This is an optimization exercise on Yosys and OpenROAD, whose aim is small area, not a production implementation. In this exercise RTL edits were held to simulation tests only and were not proved equivalent to the original. Power figures rest on the tool's default switching activity, not on a simulated workload. The flow treats the clock pin as an ideal source, which a real chip does not have.

## decryption_top
module decryption_top #(
            parameter addr_witdth   = 8,
            parameter reg_width     = 16,
            parameter MST_DWIDTH    = 32,
            parameter SYS_DWIDTH    = 8
        )(
        input clk_sys,
        input rst_n,
        input [MST_DWIDTH -1 : 0]   data_i,
        input                       valid_i,
        output                      busy,
        output reg [SYS_DWIDTH - 1 : 0] data_o,
        output reg                      valid_o,
        input [addr_witdth - 1:0]   addr,
        input                       read,
        input                       write,
        input [reg_width - 1 : 0]   wdata,
        output reg [reg_width - 1 : 0] rdata,
        output reg                  done,
        output reg                  error
    );
export LEC_CHECK = 0
export CAP_MARGIN = 20
export CORE_MARGIN = 2
export CORE_UTILIZATION = 65
export PLACE_DENSITY = 0.78
export SLEW_MARGIN = 20
create_clock -name core_clock -period 7.5 [get_ports {clk_sys}]
standard.sh (not shown) runs the stock make flow with config.mk's settings and CLKGATE_MAP_FILE= SYNTH_SCRIPT=/design/flow/synth_recipe.tcl, a recipe that flattens the netlist after the stock synthesis.
==> flow/flow/run.sh <==
#!/bin/bash
# Standard ORFS layout (the standard.sh) with these changes:
#  - synthesis maps the logic with an area-oriented ABC script (abc_area.script)
#    instead of ORFS's delay-oriented one, leaves adders and comparators to ABC
#    (no extract_fa, no Kogge-Stone carry lookahead); everything else in
#    the standard flow's synthesis script (registers, flattening, renaming) is unchanged
#  - clock tree synthesis without dummy loads, built from clkbuf_16 in clusters
#    of up to 30 sinks
#  - port buffers use the smallest buffer cell
set -euo pipefail
cd "$(dirname "$0")/.."
here=$(pwd)
{
  echo 'proc abc {args} {'
  echo '  set i [lsearch $args -script]'
  echo "  if {\$i >= 0} { lset args [expr {\$i + 1}] $here/flow/abc_area.script }"
  echo '  yosys abc {*}$args'
  echo '}'
  echo 'proc extract_fa {args} { puts "extract_fa skipped" }'
  cat synth_recipe.tcl
} > flow_synth.tcl
grep -q "$here/synth_recipe.tcl" standard.sh
sed "s#$here/synth_recipe.tcl#$here/flow_synth.tcl#" standard.sh > flow_standard.sh
export SYNTH_OPERATIONS_ARGS=" "
export CTS_ARGS="-sink_clustering_enable -repair_clock_nets -dont_use_dummy_load -buf_list {sky130_fd_sc_hd__clkbuf_16} -sink_clustering_size 30 -sink_clustering_max_diameter 80"
export BUFFER_PORTS_ARGS="-buffer_cell sky130_fd_sc_hd__buf_1"
bash flow_standard.sh > standard.log 2>&1
==> flow/flow/abc_area.script <==
strash
&get -n
&st
&syn2
&dch -f
&nf -R 1000 -p
&put
strash
&get -n
&st
&syn2
&dch -f
&nf -R 1000 -p
&put
strash
dch -f
amap -F 3 -A 8
Next try:
--- a/flow/flow/run.sh
+++ b/flow/flow/run.sh
@@ -24,3 +24,3 @@
 export SYNTH_OPERATIONS_ARGS=" "
-export CTS_ARGS="-sink_clustering_enable -repair_clock_nets -dont_use_dummy_load -buf_list {sky130_fd_sc_hd__clkbuf_16} -sink_clustering_size 30 -sink_clustering_max_diameter 80"
+export CTS_ARGS="-sink_clustering_enable -repair_clock_nets -dont_use_dummy_load -buf_list {sky130_fd_sc_hd__clkbuf_16} -sink_clustering_size 30 -sink_clustering_max_diameter 100"
 export BUFFER_PORTS_ARGS="-buffer_cell sky130_fd_sc_hd__buf_1"
Sequential power barely changes; non-clock buffer count went up by 1; utilization hardly moves; final area stays flat; sequential cell count is unchanged; first-iteration DRC count grows by a few percent; cell count barely changes.
Next try:
--- a/flow/flow/run.sh
+++ b/flow/flow/run.sh
@@ -6,4 +6,4 @@
 #    the standard flow's synthesis script (registers, flattening, renaming) is unchanged
-#  - clock tree synthesis without dummy loads, built from clkbuf_16 in clusters
-#    of up to 30 sinks
+#  - clock tree synthesis without dummy loads, built from clkbuf_8 in clusters
+#    of up to 16 sinks
 #  - port buffers use the smallest buffer cell
@@ -24,3 +24,3 @@
 export SYNTH_OPERATIONS_ARGS=" "
-export CTS_ARGS="-sink_clustering_enable -repair_clock_nets -dont_use_dummy_load -buf_list {sky130_fd_sc_hd__clkbuf_16} -sink_clustering_size 30 -sink_clustering_max_diameter 100"
+export CTS_ARGS="-sink_clustering_enable -repair_clock_nets -dont_use_dummy_load -buf_list {sky130_fd_sc_hd__clkbuf_8} -sink_clustering_size 16 -sink_clustering_max_diameter 60"
 export BUFFER_PORTS_ARGS="-buffer_cell sky130_fd_sc_hd__buf_1"
==> flow/flow/abc_area.script (replaced) <==
strash
&get -n
&st
&syn2
&dch -f
&nf -R 1000 -p
&put
strash
dch -f
amap -F 3 -A 8
The changed run finished with timing, DRC and antenna clean.
Hold slack is better by 0.064 ns.
Die area barely changes.
Global-route usage shrinks by 0.12 points.


Setup of oak:
Starting RTL as in the previous note.
// decryption_top
module decryption_top #(
            parameter addr_witdth   = 8,
            parameter reg_width     = 16,
            parameter MST_DWIDTH    = 32,
            parameter SYS_DWIDTH    = 8
        )(
        input clk_sys,
        input rst_n,
        input [MST_DWIDTH -1 : 0]   data_i,
        input                       valid_i,
        output                      busy,
        output reg [SYS_DWIDTH - 1 : 0] data_o,
        output reg                      valid_o,
        input [addr_witdth - 1:0]   addr,
        input                       read,
        input                       write,
        input [reg_width - 1 : 0]   wdata,
        output reg [reg_width - 1 : 0] rdata,
        output reg                  done,
        output reg                  error
    );
export LEC_CHECK = 0
export CAP_MARGIN = 20
export CORE_MARGIN = 2
export CORE_UTILIZATION = 65
export PLACE_DENSITY = 0.78
export SLEW_MARGIN = 20
create_clock -name core_clock -period 7.5 [get_ports {clk_sys}]
==> flow/flow/run.sh <==
#!/bin/bash
# Standard ORFS layout (the standard.sh) with these changes:
#  - synthesis maps the logic with an area-oriented ABC script (abc_area.script)
#    instead of ORFS's delay-oriented one, leaves adders and comparators to ABC
#    (no extract_fa, no Kogge-Stone carry lookahead); everything else in
#    the standard flow's synthesis script (registers, flattening, renaming) is unchanged
#  - clock tree synthesis without dummy loads, built from clkbuf_8 in clusters
#    of up to 16 sinks
#  - port buffers use the smallest buffer cell
set -euo pipefail
cd "$(dirname "$0")/.."
here=$(pwd)
{
  echo 'proc abc {args} {'
  echo '  set i [lsearch $args -script]'
  echo "  if {\$i >= 0} { lset args [expr {\$i + 1}] $here/flow/abc_area.script }"
  echo '  yosys abc {*}$args'
  echo '}'
  echo 'proc extract_fa {args} { puts "extract_fa skipped" }'
  cat synth_recipe.tcl
} > flow_synth.tcl
grep -q "$here/synth_recipe.tcl" standard.sh
sed "s#$here/synth_recipe.tcl#$here/flow_synth.tcl#" standard.sh > flow_standard.sh
export SYNTH_OPERATIONS_ARGS=" "
export CTS_ARGS="-sink_clustering_enable -repair_clock_nets -dont_use_dummy_load -buf_list {sky130_fd_sc_hd__clkbuf_8} -sink_clustering_size 16 -sink_clustering_max_diameter 60"
export BUFFER_PORTS_ARGS="-buffer_cell sky130_fd_sc_hd__buf_1"
bash flow_standard.sh > standard.log 2>&1
==> flow/flow/abc_area.script <==
strash
&get -n
&st
&syn2
&dch -f
&nf -R 1000 -p
&put
strash
&get -n
&st
&syn2
&dch -f
&nf -R 1000 -p
&put
strash
dch -f
amap -F 3 -A 8
oak finished every stage and its layout cleared the timing, design-rule and antenna checks.
#### Input delta (pine over oak)
Settings: putting GPL_TIMING_DRIVEN at 0 where nothing was set; putting GPL_ROUTABILITY_DRIVEN at 0 where nothing was set.
==> flow/flow/abc_area.script <==
strash
&get -n
&st
&syn2
&dch -f
&nf -R 1000 -p
&put
strash
dch -f
amap -F 3 -A 8
## What came out
The final layout from pine, which completed every stage, passed the timing, design-rule and antenna checks at the end of the flow. When the final numbers for pine and oak were put side by side, the sequential share of layout area turned out to be smaller in pine. Synthesized area: pine vs oak, no meaningful difference. For oak, the cell with the largest stage delay on the worst path was sky130_fd_sc_hd__o21ai_0, unlike pine, where it was sky130_fd_sc_hd__nor3_1. pine vs. oak: area after detailed placement grew by about 2.3%, die extent in x stayed essentially flat.

==> afterwards: timing with drivers on the ports <==
The results above use ideal ports. As a check the final layouts listed here were re-extracted and re-timed, cells and wires unchanged. Step 1 sets driving cells, clkbuf_16 on the clock port and buf_2 on the other inputs (assumed; they add their load-dependent delay and slew). Step 2 adds t to the input delays and takes it off the output delays; t is the mean of the earliest and latest rising clock arrival at the registers after step 1. Input paths then give back, and output paths get back, about the clock's delay inside the block. Slacks: ideal ports / drivers / drivers and shift; pairs: ideal ports / drivers.
run	t, ns	setup WS [ns]	clock arrival spread, ns
the first run of note 1	0.607	2.635 / 2.635 / 2.485	0.034 / 0.034
the second run of note 1	0.596	2.639 / 2.639 / 2.639	0.072 / 0.072
the third run of note 1	0.612	2.074 / 2.074 / 2.074	0.082 / 0.082
oak	0.611	2.678 / 2.678 / 2.488	0.072 / 0.071
pine	0.607	1.736 / 1.736 / 1.736	0.040 / 0.040
After both steps every run listed still meets setup and hold. For oak, which loses most, drivers alone change the setup slack by 0.000 ns; drivers and shift together by -0.190 ns.
